This is an optimization exercise on Yosys and OpenROAD, whose aim is small area, not a production implementation. Where RTL was checked, it was by simulation tests only, not by an equivalence proof against the original. For run 2, only the layout was checked, not whether the RTL still works.

===== run.sh =====
#!/bin/bash
# synth_recipe.tcl (not shown) runs the flow's synth.tcl, then flattens the netlist and writes it again
# the make line also repeats each setting of config.mk as NAME=value (left out here)
make -C /OpenROAD-flow-scripts/flow DESIGN_CONFIG=/design/flow/config.mk WORK_HOME=/design/flow/orfs CLKGATE_MAP_FILE= SYNTH_SCRIPT=/design/flow/synth_recipe.tcl finish

===== config.mk =====
export PLATFORM = sky130hd
export DESIGN_NAME = Top
export DESIGN_NICKNAME = Top
export VERILOG_FILES = /design/flow/design.v
export SDC_FILE = /design/flow/constraint.sdc
export NUM_CORES = 4
export LEC_CHECK = 0
export CAP_MARGIN = 20
export CORE_MARGIN = 2
export CORE_UTILIZATION = 40
export SLEW_MARGIN = 20

===== constraint.sdc =====
create_clock -name core_clock -period 30.0 [get_ports {clk}]
set_input_delay 6.0000 -clock core_clock [delete_from_list [all_inputs] [get_ports {clk}]]
set_output_delay 6.0000 -clock core_clock [all_outputs]
set_load 0.01 [all_outputs]

===== design.v =====
module OnebitFA(A1,B1,CI,S1,CO);
input A1,B1,CI;
output S1,CO;
assign S1 = (A1 ^ B1) ^ CI;
assign CO = (A1 & B1) | ((A1^B1) & CI);
endmodule
module FourBitFARippleCarry(A1,B1,CI,S1,CO);
input [3:0] A1,B1;
input CI;
output[3:0] S1;
output CO;
wire co0, co1, co2;
OnebitFA FA0 (.A1(A1[0]), .B1(B1[0]), .CI(CI),.S1(S1[0]), .CO(co0));
OnebitFA FA1 (.A1(A1[1]), .B1(B1[1]), .CI(co0),.S1(S1[1]), .CO(co1));
OnebitFA FA2 (.A1(A1[2]), .B1(B1[2]), .CI(co1),.S1(S1[2]), .CO(co2));
OnebitFA FA3 (.A1(A1[3]), .B1(B1[3]), .CI(co2),.S1(S1[3]), .CO(CO));
endmodule
module FourBitSubRipple(A1,B1,Diff,No_Borrow);
input [3:0] A1, B1;
output [3:0] Diff;
output No_Borrow;
wire [3:0] B_inverted;
wire carry_out;
assign B_inverted = ~B1;
FourBitFARippleCarry uu0 (.A1(A1),.B1(B_inverted),.CI(1'b1),.S1(Diff),.CO(carry_out));
assign No_Borrow = carry_out;
endmodule
module CombinationalMult(a,b,product);
input [3:0] a,b; 
output [7:0] product;
wire [3:0] m0;
wire [4:0] m1;
wire [5:0] m2;
wire [6:0] m3;
wire [7:0] s1,s2,s3;
assign m0= a &{4{b[0]}};     
assign m1 = {(a&{4{b[1]}}), 1'b0};
assign m2={(a&{4{b[2]}}), 2'b0};
assign m3={(a&{4{b[3]}}), 3'b0};
assign s1= {4'b0000, m0} + {3'b000, m1};
assign s2= s1 + {2'b00, m2};
assign s3 = s2 + {1'b0, m3}; 
assign product = s3;
endmodule
module FourBitDivider(A1, B1, Q);
    input [3:0] A1, B1;
    output reg [3:0] Q;
    integer i;
    reg [3:0] temp;
    always @(*) begin
        temp = A1;
        Q = 4'd0;
        for (i=0; i<16; i=i+1) begin
            if (temp >= B1) begin
                temp = temp - B1;
                Q = Q + 1'b1;
            end
         end
       end
endmodule
module ALU(A,B,opcode,result);
input [3:0] A,B;
input [2:0] opcode;
output reg [7:0] result;
wire [7:0] product;  
CombinationalMult uut1 (.a(A),.b(B),.product(product));
wire [3:0] partial_sum;
wire c_out;
FourBitFARippleCarry uut2 (.A1(A),.B1(B),.CI(1'b0),.S1(partial_sum),.CO(c_out));
wire [7:0] sum;
assign sum = {3'b000, c_out, partial_sum};
wire[3:0] partial_diff;
wire c_out2;
FourBitSubRipple uut3(.A1(A),.B1(B),.Diff(partial_diff),.No_Borrow(c_out2));
wire [7:0] diff;
assign diff = {4'b0000, partial_diff};
wire [3:0] partial_Q;
FourBitDivider uut4(.A1(A),.B1(B), .Q(partial_Q));
wire [7:0] Q;
assign Q = {4'b0000, partial_Q};
always @(*)
    begin
    case(opcode)
        3'b000: result = sum;  
        3'b001: result = diff;
        3'b010: result = product;
        3'b011: result = Q;
        3'b100: result = A & B;  
        3'b101: result = A | B;  
        3'b110: result = A^B;  
        3'b111: result = {4'b0000,~A};  
        endcase
    end
endmodule
module Bin12to16BCD(clk, rst, en, bin_d_in, bcd_d_out, rdy);
input clk;
input rst;
input en;
input [11:0] bin_d_in;
output [15:0] bcd_d_out;
output rdy;
parameter IDLE = 3'b000;
parameter SETUP = 3'b001;
parameter ADD = 3'b010;
parameter SHIFT = 3'b011;
parameter DONE = 3'b100;
reg [27:0] bcd_data;
reg[2:0] state;
reg [3:0] sh_counter;
reg [1:0] add_counter;
reg result_rdy;
always @(posedge clk)
    begin
    if (rst)
        begin
            state <= IDLE;
            bcd_data <= 0;
            sh_counter <= 0;
            add_counter <= 0;
            result_rdy <= 0;
        end
    else
    case(state)
    IDLE:
        begin
            result_rdy <= 0;
            bcd_data<=0;
            sh_counter <=0;
            add_counter <= 0;
            if(en)
            begin
                state<= SETUP;
            end
        end
    SETUP:
        begin
            sh_counter <= 0;
            add_counter <= 0;
            bcd_data <= {16'b0, bin_d_in};
            state <= ADD;
        end
    ADD:
        begin
            case(add_counter)
                0:
                    begin
                    if(bcd_data[15:12] >4 )
                    bcd_data[27:12] <= bcd_data[27:12] +3;
                    add_counter <= add_counter +1;
                    end
                1:
                    begin
                    if(bcd_data[19:16] >4 )
                    bcd_data[27:16] <= bcd_data[27:16] +3;
                    add_counter <= add_counter +1;
                    end
                2:
                    begin
                    if(bcd_data[23:20] >4 )
                    bcd_data[27:20] <= bcd_data[27:20] +3;
                    add_counter <= add_counter +1;
                    end
                3:
                    begin
                    if(bcd_data[27:24] >4 )
                    bcd_data[27:24] <= bcd_data[27:24] +3;
                    add_counter <= 0;
                    state <= SHIFT;
                    end
            endcase
        end
    SHIFT:
        begin
            sh_counter <= sh_counter + 1;
            bcd_data <= bcd_data << 1;
            if(sh_counter == 11)
                begin
                    state<=DONE;
                end
            else
                begin
                    state<= ADD;
                end
        end
    DONE:
        begin
            result_rdy <= 1;
            state <= IDLE;
        end
    default:
        begin
            state<= IDLE;
        end
    endcase
    end
assign bcd_d_out = bcd_data[27:12];
assign rdy = result_rdy;
endmodule
module BCDtoSevenSegmentDisplay1(data_in, seg);
input [3:0] data_in;
output reg [6:0] seg;
 always @* begin
        case (data_in)
           4'b0000: seg = 7'b1000000;
           4'b0001: seg = 7'b1111001;
           4'b0010: seg = 7'b0100100;
           4'b0011: seg = 7'b0110000;
           4'b0100: seg = 7'b0011001;
           4'b0101: seg = 7'b0010010;
           4'b0110: seg = 7'b0000010;
           4'b0111: seg = 7'b1111000;
           4'b1000: seg = 7'b0000000;
           4'b1001: seg = 7'b0010000;
           default: seg = 7'b1111111;
        endcase
      end
endmodule
module anodeGenerator(clk, rst, bcd_in, seg_anode, bcd_out);
input  clk;           
input  rst;
input[15:0] bcd_in;  
output reg[3:0] seg_anode;
output reg [3:0] bcd_out;
reg [9:0] g_count;
reg [3:0] anode;
always @(posedge clk) begin
    if (rst) begin
        g_count <= 0;
        anode <= 4'b1110;
        seg_anode <= 4'b0000;
        bcd_out <= 4'b0000;
    end else begin
    g_count <= g_count + 1;
        if (g_count == 10'd1023) begin
            g_count <= 0;
            seg_anode <= anode;
            case (anode)
                4'b1110: bcd_out<= bcd_in[3:0];    
                4'b1101: bcd_out<= bcd_in[7:4];    
                4'b1011: bcd_out<=bcd_in[11:8];   
                4'b0111: bcd_out<= bcd_in[15:12]; 
                default: bcd_out<= 4'b0000;
            endcase
            anode <= {anode[0], anode[3:1]};
        end
    end
    end
endmodule
module multisegDriver(
input clk,
input rst,
input [15:0] bcd_in,
output [3:0] seg_anode,
output [6:0] seg_cathode);
wire [3:0] bcd_val;
anodeGenerator u1 (.clk(clk),.rst(rst),.bcd_in(bcd_in), .seg_anode(seg_anode), .bcd_out(bcd_val));
BCDtoSevenSegmentDisplay1 u2 (.data_in(bcd_val),.seg(seg_cathode) ); 
endmodule
module Top(clk,rst,A,B,opcode, anode, cathode);
input clk;
input rst;
input [3:0] A,B;
input [2:0] opcode;
output wire [3:0] anode;
output wire [6:0] cathode;
wire [7:0] result2;
ALU uut1 (.A(A),.B(B),.opcode(opcode),.result(result2));
wire [11:0] result3;
assign result3 = {4'b0000,result2};
wire en1 = 1'b1;
wire [15:0] bcd_out;
wire rdy;
reg [15:0] bcd_out_ready;
Bin12to16BCD uut2(.clk(clk), .rst(rst), .en(en1), .bin_d_in(result3), .bcd_d_out(bcd_out), .rdy(rdy));
multisegDriver uut3 (.clk(clk),.rst(rst),.bcd_in(bcd_out_ready),.seg_anode(anode),.seg_cathode(cathode));
always @(posedge clk)
    begin
        if(rst)
            begin
                bcd_out_ready <= 16'b0;
            end
        else if(rdy)
            begin 
                bcd_out_ready <= bcd_out;
            end
    end
endmodule

==> flow_summary_export.csv, run 1 <==
group,metric,value,unit
floorplan,die_w,158,um
timing,min_period,28.32,ns
timing,slew_headroom,34.1,%
synth,synth-edff-count,0,
setup_path,worst-path-max-fanout,13,
timing,finalSetupViolCount,0,
route,dr_total_vias,8442,
setup_path,cp.arrival,28.52,ns
synth,synth_area_leader_cell,"dfxtp_1",
min_path,hp-class,"flip-flop to flip-flop",
timing,timing.fmax,0.0353,GHz
floorplan,io_pins,24,
synth,synth.cells.most_frequent,"nor2_1 (150), nand2_1 (120), ha_1 (118), a21oi_1 (94), inv_1 (89)",
timing,slew_violations,0,
clock_network,cts_max_path_buffers,2,
setup_path,worst-path-buf-inv,6,
global_route,grt_use_total,18.6,%
setup_path,cp_slowest_cell,"clkdlybuf4s50_1",
route,wl_per_cell,14.4,um
setup_path,startpoint_type,"input pin",
synth,synth.most_common_cell,"nor2_1",
clock_network,insertion_delay,0.34,ns
floorplan,dieHeight,158,um
min_path,min_from,"uut3.u1.bcd_out[1]",
setup_path,reg2reg_to,"cathode[0]",
setup_path,crit_path_end_kind,"flip-flop",
clock_network,cts_tree,"done",
timing,period_share,94.4,%
status,status,"complete, no violations",
synth,post_synth_main_area_contributors,"dfxtp_1 (17%), ha_1 (15%), nor2_1 (5.9%)",
final_layout,drive_gt1_share,9.55,%
setup_path,cp_num_cells,113,
global_route,grt.overflow.total,0,
place,port_buffers,23,
place,gp_congestion,0.829,
timing,fin_skew,0.00665,ns
route,first_pass_iters,5,
global_route,grt_pass1_wl,38800,um
synth,synth.distinct_cells,84,
synth,synth-warning-count,6,
global_route,grt_pass1_vias,8019,
global_route,grt_max_degree,69,
route,wirelength,22500,um
floorplan,rows,56,
setup_path,reg2reg_depth,11,
clock_network,cts.reportedPaths.clkPinSlew,0.06,ns
setup_path,reg2reg_slack,26.49,ns
setup_path,crit_required,30.20,ns
synth,syn_area_per_cell,7.86,um^2
route,ant_nets,0,
clock_network,root_buffer,"clkbuf_16",
flow_run,max_cap_violations,0,
setup_path,slowest_delay,0.47,ns
timing,worstMarginPinSlew,0.987,ns
route,drc_errors,0,
timing,fin_setup_tns,0,ns
synth,synthArstFlopShare,0,%
synth,ys_seq_area_share,17.2,%
setup_path,r2r-start,"uut3.u1.g_count[0]",
synth,ys_ff_latch,82,
route,viasPerCell,5.43,
final_layout,finalNetCount,1386,
synth,synth_area,9530,um^2
timing,rsz0062_at_grt,"no",
clock_network,cts_hold_buf,0,
synth,synthFlopType,"dfxtp_1",
clock_network,cts_made_buffers,9,
final_layout,diodes,0,
route,drt_iter0_drc,424,
clock_network,clock-sinks,82,
global_route,antenna_found_initial,0,
final_layout,design_area,10600,um^2
floorplan,start_util,40.7,%
setup_path,worstSetupPathType,"input pin to flip-flop",
floorplan,core_area,23400,um^2
setup_path,cp_top_family,"compound AO/OA/AOI/OAI gates",
min_path,whs_endpoint,"uut3.u1.bcd_out[1]",
min_path,hold_depth,2,
setup_path,crit_start,"A[0]",
clock_network,h-tree-depth,3,
synth,synthCells,1212,
final_layout,synthToLayoutAreaGrowth,11.1,%
timing,finalHoldViolCount,0,
place,placed_area,10200,um^2
synth,yosysTopAreaCellShare,17.2,%
synth,syn_nets,1367,
place,hpwl,17000,um
floorplan,dieArea,25100,um^2
==> layer usage <==
| metal | vias to the layer above | global-route usage, % | share of wire [%] | wire [um] |
|---|---|---|---|---|
| met2 | 109 | 32.8 | 49 | 10900 |
| met5 | - | 0 | 0 | 0 |
| met3 | 18 | 1.55 | 2.4 | 529 |
| met4 | 0 | 4.08 | 0.94 | 212 |
| met1 | 3985 | 24.9 | 48 | 10800 |
| li1 | 4330 | - | - | - |
==> kinds of logic (layout without fill, tap and decap cells) <==
logic type / Yosys count / after routing / share of synthesized area (%)
AOI/OAI and AO/OA: 348 / 349 / 25.0
xor gates and xnor gates: 92 / 92 / 10.5
adders and majority gates: 143 / 143 / 20.6
buffers and inverters: 137 / 160 / 5.53
DFF: 82 / 82 / 17.2
muxes: 34 / 34 / 3.73
and+or+nand+nor: 376 / 376 / 17.4
==> worst min-delay path, stage by stage, from the launching register on <==
cell and delay [ns]:
dfxtp_1 0.31, nand2_1 0.05, o21ai_0 0.06
==> stage by stage <==
step / cells / setup slack (ns) / hold slack [ns] / util, %
global placement: 1532 / 0.533 / 0.425 / 43.4
detailed placement: 1532 / 0.0688 / 0.433 / 43.4
CTS: 1548 / 0.354 / 0.450 / 44.6
finish: 1555 / 1.68 / 0.444 / 45.2
global route: 1555 / 0.0200 / 0.471 / 45.2
floorplan: 1212 / 1.41 / 0.415 / -
==> flip-flops by register name (all words and copies together) (netlist names) <==
signal             cells
uut2.bcd_data         28
bcd_out_ready         16
uut3.u1.g_count       10
cathode                7
uut2.sh_counter        4
uut3.u1.anode          4
uut3.u1.bcd_out        4
uut2.state             3
uut3.u1.seg_anode      3
uut2.add_counter       2
uut2.result_rdy        1
==> layout make-up <==
class / count / area [um^2]
Timing Repair Buffer: 54 / 462
Tap cell: 319 / 399
Inverter: 90 / 338
Sequential cell: 82 / 1640
Multi-Input combinational cell: 994 / 7460
Fill cell: 2390 / 12800
Clock inverter: 5 / 38.8
Clock buffer: 11 / 243
==> how the worst max path moves through the flow <==
stage / slack (ns) / endpoint
floorplan: 1.41 / uut2.bcd_data[2]
global placement: 0.53 / uut2.bcd_data[2]
detailed placement: 0.07 / uut2.bcd_data[2]
CTS: 0.35 / uut2.bcd_data[2]
global route: 0.02 / uut2.bcd_data[2]
finish: 1.68 / uut2.bcd_data[2]
==> cells in the final DEF, fill, tap and decap left out, types with 6 or more instances in the layout <==
cell,Yosys,layout
inv_1,89,89
a21oi_1,94,89
xnor2_1,58,58
nor2b_1,12,12
mux2_2,9,9
xor2_1,21,21
dfxtp_1,82,82
o21ai_0,46,46
o211ai_1,7,7
ha_1,118,118
a211oi_1,19,18
a31oi_1,11,11
nand2b_1,11,11
nor3_1,16,15
a21oi_2,1,6
nand3b_1,6,6
a221oi_1,12,12
a21o_2,1,6
or3_1,7,7
a21o_1,34,28
o22ai_1,10,10
clkdlybuf4s50_1,0,22
o21a_1,13,12
nand3_1,24,24
nand2_1,120,120
a22o_1,15,15
a22oi_1,16,16
mux2i_1,24,24
a21bo_2,6,6
fa_1,24,24
buf_4,2,30
nor2_1,150,149
clkbuf_16,0,9
==> repair_timing <==
| item | CTS | global route |
|---|---|---|
| endpoints found under the setup margin | 0 | 4 |
| buffers inserted | 0 | 6 |
| gates resized for setup | 0 | 26 |
==> run 2, diff against run 1 <==
==> design.v (replaced) <==
module Top(clk, rst, A, B, opcode, anode, cathode);
input clk;
input rst;
input [3:0] A, B;
input [2:0] opcode;
output [3:0] anode;
output [6:0] cathode;
reg [11:0] g;
reg [5:0] f;
reg [7:0] P;
reg [3:0] D;
reg dv;
reg [3:0] cur;
localparam [5:0] F0 = 6'd0;
localparam [5:0] F1 = {F0[4:0], ~(F0[5] ^ F0[4])};
wire scan = &g[9:0];
wire cp = (&g[9:6]) & (|g[5:0]);
wire capture = (f == F1) & ~cp;
wire [5:0] k = g[5:0];
wire alu_en = cp & (k[5:3] == 3'd1) & (dv | k[2]);
wire force0 = k[2];
wire [2:0] p = k[5:3] - 3'd1;
reg [2:0] npass;
always @* begin
    case (g[11:10])
        2'd0: npass = 3'd1;
        2'd1: npass = 3'd4;
        2'd2: npass = 3'd3;
        default: npass = 3'd2;
    endcase
end
wire bcd_en = cp & (k[5:4] != 2'd0) & (p <= npass);
wire first = (k[2:0] == 3'd0);
wire md = (opcode[2:1] == 2'b01);
wire div = (opcode == 3'd3) & (B != 4'd0);
wire arith = ~opcode[2];
wire sub = opcode[0];
wire [3:0] Bx = opcode[2] ? ((opcode[1] & opcode[0]) ? 4'b1111 : B) : (B ^ {4{sub}});
wire [3:0] pr = A ^ Bx;
wire [3:0] gn = A & Bx;
wire [4:0] cy;
assign cy[0] = arith & sub;
genvar gi;
generate for (gi = 0; gi < 4; gi = gi + 1) begin : row
    assign cy[gi+1] = arith & (gn[gi] | (pr[gi] & cy[gi]));
end endgenerate
reg [3:0] rl;
always @* begin
    case (opcode[1:0])
        2'd0: rl = arith ? pr ^ cy[3:0] : gn;
        2'd1: rl = arith ? pr ^ cy[3:0] : (pr | gn);
        default: rl = pr;
    endcase
end
wire r4 = cy[4] & ~sub;
wire [7:0] P_ld = md ? {A, 4'd0} : {4'd1, 3'd0, r4};
wire [3:0] D_ld = md ? B : rl;
wire [7:0] P_sh = {P[6:0], dv & P[7]};
wire [3:0] addend = dv ? ~D : (P[7] ? D : 4'd0);
wire [4:0] sum = {1'b0, P_sh[3:0]} + {1'b0, addend} + {4'd0, dv};
wire q_dv = P_sh[4] | sum[4];
wire [7:0] P_alu = (dv & force0) ? {P_sh[7:5], 1'b0, P_sh[3:0]} :
                   {P_sh[7:4] + {3'd0, sum[4]}, (dv & ~q_dv) ? P_sh[3:0] : sum[3:0]};
wire q10 = ~first & (D >= 4'd5);
wire [3:0] Dm = q10 ? D - 4'd5 : D;
wire [3:0] D_bcd = {first ? 3'd0 : Dm[2:0], P[7]};
always @(posedge clk) begin
    if (rst) begin
        g <= 12'd0;
        f <= F0;
        cur <= 4'b1111;
    end else begin
        g <= g + 12'd1;
        f <= {f[4:0], ~(f[5] ^ f[4])};
        if (scan) cur <= D;
    end
    if (capture) begin
        P <= P_ld;
        D <= D_ld;
        dv <= div;
    end else if (alu_en) begin
        P <= P_alu;
    end else if (bcd_en) begin
        P <= {P[6:0], q10};
        D <= D_bcd;
    end
end
wire blank = &cur;
reg [3:0] an;
always @* begin
    case (g[11:10])
        2'd1: an = 4'b1110;
        2'd2: an = 4'b0111;
        2'd3: an = 4'b1011;
        default: an = 4'b1101;
    endcase
end
assign anode = blank ? 4'b0000 : an;
wire [3:0] c = cur;
wire [6:0] seg;
assign seg[0] = ~c[3] & ~c[1] & (c[2] ^ c[0]);
assign seg[1] = ~c[3] & c[2] & (c[1] ^ c[0]);
assign seg[2] = ~c[3] & ~c[2] & c[1] & ~c[0];
assign seg[3] = ~c[3] & ((~c[1] & (c[2] ^ c[0])) | (c[2] & c[1] & c[0]));
assign seg[4] = ~(c[3] & c[2]) & (c[0] | (c[2] & ~c[1]));
assign seg[5] = ~c[3] & ((~c[2] & (c[1] | c[0])) | (c[1] & c[0]));
assign seg[6] = (~c[3] & ~c[2] & ~c[1]) | (c[2] & c[1] & c[0]);
assign cathode = seg;
endmodule
==> flow/run.sh (new file) <==
#!/bin/bash
bash standard.sh > standard.log 2>&1
==> standard.sh (new file) <==
#!/bin/bash
# synth_recipe.tcl (not shown) runs the flow's synth.tcl, then flattens the netlist and writes it again
# the make line also repeats each setting of config.mk as NAME=value (left out here)
make -C /OpenROAD-flow-scripts/flow DESIGN_CONFIG=/design/flow/config.mk WORK_HOME=/design/flow/orfs CLKGATE_MAP_FILE= SYNTH_SCRIPT=/design/flow/synth_recipe.tcl "${@:-finish}"
--- a/config.mk
+++ b/config.mk
@@ -8,4 +8,4 @@
 export CAP_MARGIN = 20
 export CORE_MARGIN = 2
-export CORE_UTILIZATION = 40
+export CORE_UTILIZATION = 60
 export SLEW_MARGIN = 20
removed: run.sh
==> run 2 against run 1 <==
- still clean
- area after synthesis decreased by 72%
- final area decreased by 72%
- flip-flop and latch count decreased by 47
- non-clock buffer count decreased by 31
- critical endpoint is now D[3]
- largest cell class unchanged
==> flow_summary_export.csv, run 2 <==
group,metric,value,unit
floorplan,start_util,61.6,%
global_route,grt_max_degree,21,
status,status,"complete, no violations",
final_layout,largest-register,"g",
clock_network,cts_hold_buf,0,
route,first_pass_iters,4,
place,hpwl,4010,um
timing,rsz0062_at_grt,"no",
synth,synthArstFlopShare,0,%
route,drt_iter0_drc,95,
timing,fin_setup_tns,0,ns
route,ant_nets,0,
timing,finalHoldViolCount,0,
clock_network,cts_made_buffers,5,
floorplan,die_w,70.4,um
synth,synth-edff-count,13,
setup_path,crit_start,"opcode[2]",
clock_network,clock-sinks,35,
setup_path,reg2reg_depth,14,
synth,synth_area,2640,um^2
place,port_buffers,23,
global_route,grt_pass1_wl,8870,um
synth,synthSimpleGateAreaFrac,20.3,%
clock_network,insertion_delay,0.29,ns
synth,synth_top_family_by_area,"simple AND/OR/NAND/NOR gates",
floorplan,rows,24,
final_layout,finalNetCount,363,
final_layout,synthToLayoutAreaGrowth,12.9,%
final_layout,largest_register_ffs,12,
clock_network,cts_setup_buffers,0,
final_layout,seq_area,831,um^2
clock_network,root_buffer,"clkbuf_8",
timing,timing.fmax,0.102,GHz
route,wl_per_cell,13.9,um
global_route,grt_pass1_vias,1972,
synth,synthCells,299,
synth,ys_ff_latch,35,
flow_run,max_cap_violations,0,
synth,post_synth_main_area_contributors,"dfxtp_1 (17%), edfxtp_1 (15%), ha_1 (13%)",
synth,synth-compound-area-share,12.4,%
final_layout,final_common_cell,"inv_1",
floorplan,dieHeight,70.4,um
clock_network,cts.reportedPaths.clkPinSlew,0.07,ns
clock_network,cts_tree,"done",
place,gp_congestion,0.819,
synth,yosysTopAreaCellShare,16.7,%
floorplan,dieArea,4950,um^2
final_layout,diodes,0,
final_layout,drive_gt1_share,6.60,%
synth,synth.cells.most_frequent,"inv_1 (31), nor2_1 (30), ha_1 (27), nand2_1 (25), a21oi_1 (23)",
clock_network,cts_max_path_buffers,2,
floorplan,core_area,4290,um^2
clock_network,cts_resized,0,
synth,synthAdderAreaFrac,17.3,%
synth,synth_area_leader_cell,"dfxtp_1",
setup_path,worstSetupPathType,"input pin to flip-flop",
synth,synth.most_common_cell,"inv_1",
synth,synth.distinct_cells,48,
synth,ys_seq_area_share,31.4,%
setup_path,r2r-start,"dv",
final_layout,layout_common_cells,"inv_1 (31), nor2_1 (30), ha_1 (27)",
timing,slew_violations,0,
setup_path,crit_required,30.13,ns
min_path,hp-class,"flip-flop to flip-flop",
timing,fin_skew,0.00992,ns
clock_network,h-tree-depth,2,
route,wirelength,5150,um
setup_path,reg2reg_slack,26.58,ns
setup_path,crit_end,"D[3]",
route,dr_total_vias,1986,
final_layout,reg_top3,"g (12), P (8), f (6)",
global_route,grt_use_total,22.5,%
setup_path,cp.arrival,9.94,ns
timing,slew_headroom,52.4,%
synth,synthMuxAreaShare,6.01,%
synth,synth-warning-count,1,
timing,period_share,32.7,%
synth,synthFlopType,"dfxtp_1",
timing,worstMarginPinSlew,0.712,ns
timing,finalSetupViolCount,0,
global_route,antenna_found_initial,0,
setup_path,reg2reg_to,"P[0]",
route,drc_errors,0,
setup_path,worst-path-max-fanout,13,
setup_path,startpoint_type,"input pin",
timing,min_period,9.81,ns
floorplan,io_pins,24,
global_route,grt.overflow.total,0,
synth,synth_xor_area_share,5.96,%
setup_path,crit_path_end_kind,"flip-flop",
synth,syn_nets,345,
synth,syn_area_per_cell,8.84,um^2
final_layout,multi_input_area,1640,um^2
final_layout,fill_cells,344,
route,viasPerCell,5.37,
==> run 2: changes by cell type in the layout (fill, tap and decap cells not counted), sizes merged, moves of 59 or more <==
cell and change:
nor2 -119, nand2 -95, a21oi -73, inv -59, dfxtp -60, ha -91
==> run 2: worst max-delay path: stages <==
cell             delay (ns)
clkdlybuf4s50_1        0.73
inv_1                  0.19
o21ai_0                0.33
o21ai_0                0.25
fa_1                   0.43
nor2b_1                0.15
fa_1                   0.36
nor2b_1                0.15
fa_1                   0.38
nand2_1                0.09
fa_1                   0.42
a21oi_1                0.16
o221ai_1               0.13
o21ai_0                0.16
==> run 2: cell families after synthesis <==
| family | count (synthesis) |
|---|---|
| AOI/OAI and AO/OA | 52 |
| xor gates and xnor gates | 18 |
| adders and majority gates | 33 |
| buffers and inverters | 43 |
| DFF | 35 |
| muxes | 14 |
| and+or+nand+nor | 104 |
==> run 2: how the worst min path moves through the flow <==
stage | depth (start not counted) | start | to
global route | 1 | f[2] | f[3]
finish | 2 | f[4] | f[5]
global placement | 2 | f[4] | f[5]
detailed placement | 2 | f[4] | f[5]
floorplan | 2 | f[4] | f[5]
CTS | 2 | f[4] | f[5]
==> run 2: layout make-up <==
class	count	share of cell area, %
Inverter	31	3.90
Tap cell	52	2.18
Timing Repair Buffer	23	7.71
Multi-Input combinational cell	221	54.9
Clock buffer	7	3.27
Sequential cell	35	27.8
Clock inverter	1	0.210
==> run 2: metal layers <==
metal / part of all wire (%) / wire, um / GRT usage, %
met1: 48 / 2470 / 29.8
met2: 47 / 2430 / 37.3
met3: 3.3 / 170 / 3.90
met4: 1.6 / 80 / 7.05
met5: 0 / 0 / 0
==> run 2: per-stage QoR <==
stage | cell area, um^2 | setup slack [ns] | utilization (%) | cells | hold slack [ns]
after CTS | 2980 | 20.21 | 69.5 | 370 | 0.461
after floorplan | 2640 | 20.95 | - | 299 | 0.422
after global routing | 2980 | 19.87 | 69.5 | 370 | 0.486
final | 2980 | 20.19 | 69.5 | 370 | 0.453
after detailed placement | 2880 | 19.93 | 67.1 | 362 | 0.449
after global placement | 2880 | 20.05 | 67.1 | 362 | 0.438
==> run 3, diff against run 2 <==
--- a/design.v
+++ b/design.v
@@ -32,28 +32,20 @@
 wire bcd_en = cp & (k[5:4] != 2'd0) & (p <= npass);
 wire first = (k[2:0] == 3'd0);
-wire md = (opcode[2:1] == 2'b01);
+wire mul = (opcode == 3'd2);
 wire div = (opcode == 3'd3) & (B != 4'd0);
-wire arith = ~opcode[2];
-wire sub = opcode[0];
-wire [3:0] Bx = opcode[2] ? ((opcode[1] & opcode[0]) ? 4'b1111 : B) : (B ^ {4{sub}});
-wire [3:0] pr = A ^ Bx;
-wire [3:0] gn = A & Bx;
-wire [4:0] cy;
-assign cy[0] = arith & sub;
-genvar gi;
-generate for (gi = 0; gi < 4; gi = gi + 1) begin : row
-    assign cy[gi+1] = arith & (gn[gi] | (pr[gi] & cy[gi]));
-end endgenerate
-reg [3:0] rl;
+reg [4:0] r;
 always @* begin
-    case (opcode[1:0])
-        2'd0: rl = arith ? pr ^ cy[3:0] : gn;
-        2'd1: rl = arith ? pr ^ cy[3:0] : (pr | gn);
-        default: rl = pr;
+    case (opcode)
+        3'd0: r = A + B;
+        3'd1: r = {1'b0, A - B};
+        3'd4: r = {1'b0, A & B};
+        3'd5: r = {1'b0, A | B};
+        3'd6: r = {1'b0, A ^ B};
+        3'd7: r = {1'b0, ~A};
+        default: r = 5'd0;
     endcase
 end
-wire r4 = cy[4] & ~sub;
-wire [7:0] P_ld = md ? {A, 4'd0} : {4'd1, 3'd0, r4};
-wire [3:0] D_ld = md ? B : rl;
+wire [7:0] P_ld = mul ? {B, 4'd0} : div ? {A, 4'd0} : {4'd1, 3'd0, r[4]};
+wire [3:0] D_ld = mul ? A : div ? B : r[3:0];
 wire [7:0] P_sh = {P[6:0], dv & P[7]};
 wire [3:0] addend = dv ? ~D : (P[7] ? D : 4'd0);
==> run.sh (new file) <==
#!/bin/bash
# synth_recipe.tcl (not shown) runs the flow's synth.tcl, then flattens the netlist and writes it again
# the make line also repeats each setting of config.mk as NAME=value (left out here)
make -C /OpenROAD-flow-scripts/flow DESIGN_CONFIG=/design/flow/config.mk WORK_HOME=/design/flow/orfs CLKGATE_MAP_FILE= SYNTH_SCRIPT=/design/flow/synth_recipe.tcl finish
--- a/config.mk
+++ b/config.mk
@@ -6,4 +6,5 @@
 export NUM_CORES = 4
 export LEC_CHECK = 0
+export ABC_AREA = 1
 export CAP_MARGIN = 20
 export CORE_MARGIN = 2
removed: flow/run.sh
removed: standard.sh
==> run 3 against run 2 <==
- still clean
- setup slack improved by 2.0 ns
- maximum frequency rose by 26%
- area after synthesis rose by 7.8%
- flip-flop and latch count did not move
- utilization fell by 0.42 points
- critical path depth fell by 9
- hold slack got worse by 0.024 ns
==> flow_summary_export.csv, run 3 <==
group,metric,value,unit
floorplan,dieHeight,72.9,um
synth,synth-warning-count,1,
timing,finalSetupViolCount,0,
setup_path,reg2reg_to,"P[6]",
synth,synth-compound-area-share,13.0,%
clock_network,insertion_delay,0.29,ns
synth,synth.most_common_cell,"nand2_1",
timing,finalHoldViolCount,0,
timing,timing.fmax,0.129,GHz
synth,synthFlopType,"dfxtp_1",
clock_network,cts_resized,0,
synth,synthMuxAreaShare,0.351,%
synth,ys_seq_area_share,29.1,%
floorplan,dieArea,5320,um^2
global_route,grt_use_total,24.2,%
global_route,grt_max_degree,18,
status,status,"complete, no violations",
place,placed_area,3130,um^2
floorplan,core_area,4660,um^2
route,ant_nets,0,
min_path,hp-class,"flip-flop to flip-flop",
setup_path,worst-path-max-fanout,7,
setup_path,r2r-start,"dv",
global_route,antenna_found_initial,0,
clock_network,h-tree-depth,2,
synth,post_synth_main_area_contributors,"dfxtp_1 (15%), edfxtp_1 (14%), ha_1 (13%)",
synth,synth_area,2850,um^2
synth,synth_xor_area_share,2.46,%
setup_path,startpoint_type,"flip-flop",
final_layout,layout_common_cells,"nand2_1 (90), inv_1 (67), nor2_1 (36)",
timing,fin_setup_tns,0,ns
synth,yosysTopAreaCellShare,15.5,%
timing,period_share,25.9,%
timing,worstMarginPinSlew,0.482,ns
global_route,grt_pass1_vias,2227,
min_path,hold_depth,2,
place,gp_congestion,0.949,
setup_path,cp_top_family,"buffers and inverters",
synth,synth-edff-count,13,
route,drc_errors,0,
clock_network,cts_hold_buf,0,
final_layout,reg_top3,"g (12), P (8), f (6)",
final_layout,fin_util,69.1,%
setup_path,crit_path_end_kind,"output pin",
final_layout,diodes,0,
final_layout,largest-register,"g",
clock_network,cts_max_path_buffers,2,
final_layout,design_area,3220,um^2
timing,slew_violations,0,
synth,synthSimpleGateAreaFrac,28.7,%
timing,rsz0062_at_grt,"no",
floorplan,die_w,72.9,um
final_layout,drive_gt1_share,6.05,%
setup_path,reg2reg_depth,16,
setup_path,crit_required,24.00,ns
synth,synthAdderAreaFrac,16.0,%
clock_network,root_buffer,"clkbuf_8",
synth,synthArstFlopShare,0,%
setup_path,reg2reg_slack,27.07,ns
flow_run,max_cap_violations,0,
setup_path,cp_slowest_cell,"clkdlybuf4s50_1",
floorplan,io_pins,24,
synth,synth_area_leader_cell,"dfxtp_1",
synth,synthCells,402,
route,viasPerCell,5.32,
timing,fin_skew,0.00438,ns
clock_network,clock-sinks,35,
min_path,min_from,"f[2]",
global_route,grt_pass1_wl,10000,um
route,first_pass_iters,5,
setup_path,worstSetupPathType,"flip-flop to output pin",
synth,syn_area_per_cell,7.09,um^2
synth,synth_top_family_by_area,"simple AND/OR/NAND/NOR gates",
setup_path,worst-path-buf-inv,2,
final_layout,final_common_cell,"nand2_1",
final_layout,stdcell_count,484,
route,dr_total_vias,2577,
clock_network,cts_setup_buffers,0,
synth,synth.cells.most_frequent,"nand2_1 (90), inv_1 (67), nor2_1 (36), nand3_1 (33), ha_1 (30)",
setup_path,crit_chain,"inv_1 -> ha_1 -> nand2_1 -> nor2_1 -> clkdlybuf4s50_1",
clock_network,cts_made_buffers,5,
timing,slew_headroom,67.5,%
floorplan,rows,25,
setup_path,cp.arrival,1.78,ns
clock_network,cts.reportedPaths.clkPinSlew,0.08,ns
route,wl_per_cell,12.3,um
clock_network,cts_tree,"done",
route,drt_iter0_drc,172,
place,dpl.cell_count,476,
floorplan,start_util,61.2,%
final_layout,largest_register_ffs,12,
setup_path,slowest_delay,0.54,ns
final_layout,synthToLayoutAreaGrowth,13.0,%
synth,syn_nets,449,
place,port_buffers,23,
route,wirelength,5950,um
timing,min_period,7.78,ns
final_layout,finalNetCount,476,
place,hpwl,4730,um
synth,ys_ff_latch,35,
min_path,whs_endpoint,"f[3]",
synth,synth.distinct_cells,39,
global_route,grt.overflow.total,0,
run 3: stage by stage:
stage                     setup WS [ns]  hold WS [ns]
after CTS                         22.20         0.431
after global placement            22.06         0.418
after detailed placement          22.04         0.421
after floorplan                   22.66         0.403
final                             22.22         0.429
after global routing              22.11         0.456
run 3: metal layers:
layer  routed length, um  global-route usage [%]  share of wire [%]
met1                2850                    33.4                 48
met2                2780                    39.3                 47
met3                 239                    3.45                4.0
met4                  82                    7.41                1.4
met5                   0                       0                  0
run 3: worst max path at each step:
stage            from    endpoint  slack, ns  cells past startpoint
3_5_place_dp     A[0]        D[2]      22.04                     11
2_1_floorplan    A[0]        D[2]      22.66                      8
3_3_place_gp     B[0]        D[2]      22.06                      9
6_report       cur[0]  cathode[1]      22.22                      5
5_1_grt        cur[0]  cathode[1]      22.11                      5
4_1_cts        cur[0]  cathode[1]      22.20                      5
run 3: layout make-up:
class                      count  area, um^2
inverter                      73         277
sequential                    35         831
clock inverter                 3        22.5
fill                         411        1440
tap                           54        67.6
clock buffer                   5        68.8
timing repair buffer          23         230
multi-input combinational    291        1720
run 3: worst min-delay path, cell delays in order, from the launching register on:
cell,delay [ns]
dfxtp_1,0.32
inv_1,0.05
nor2_1,0.03
run 3: cells by family after synthesis:
group,Yosys count
and+or+nand+nor,182
AOI/OAI and AO/OA,66
muxes,1
xor gates and xnor gates,8
buffers and inverters,76
DFF,35
adders and majority gates,34

static timing again, ports no longer ideal:
No port has a modelled driver above. Below, the same layouts with a new extraction and two added sets of constraints. Step 1 assumes that a clkbuf_16 drives the clock port and a buf_2 every other input. Step 2 also shifts input and output timing later by t, the mid clock arrival at the registers, as if the neighbouring blocks saw the same clock. Slacks: ideal ports / drivers / drivers and shift; pairs: ideal ports / drivers.
| run | shift t [ns] | setup WS [ns] | cell pins on the clock port's net |
|---|---|---|---|
| run 1 | 0.374 | 1.678 / 1.694 / 1.320 | 1 |
| run 2 | 0.310 | 20.187 / 20.194 / 19.884 | 1 |
| run 3 | 0.315 | 22.219 / 22.191 / 22.003 | 1 |
After both steps setup and hold are still met in every run listed. The setup slack of run 1, which loses most, moves by +0.016 ns with the drivers and by -0.358 ns with both steps.
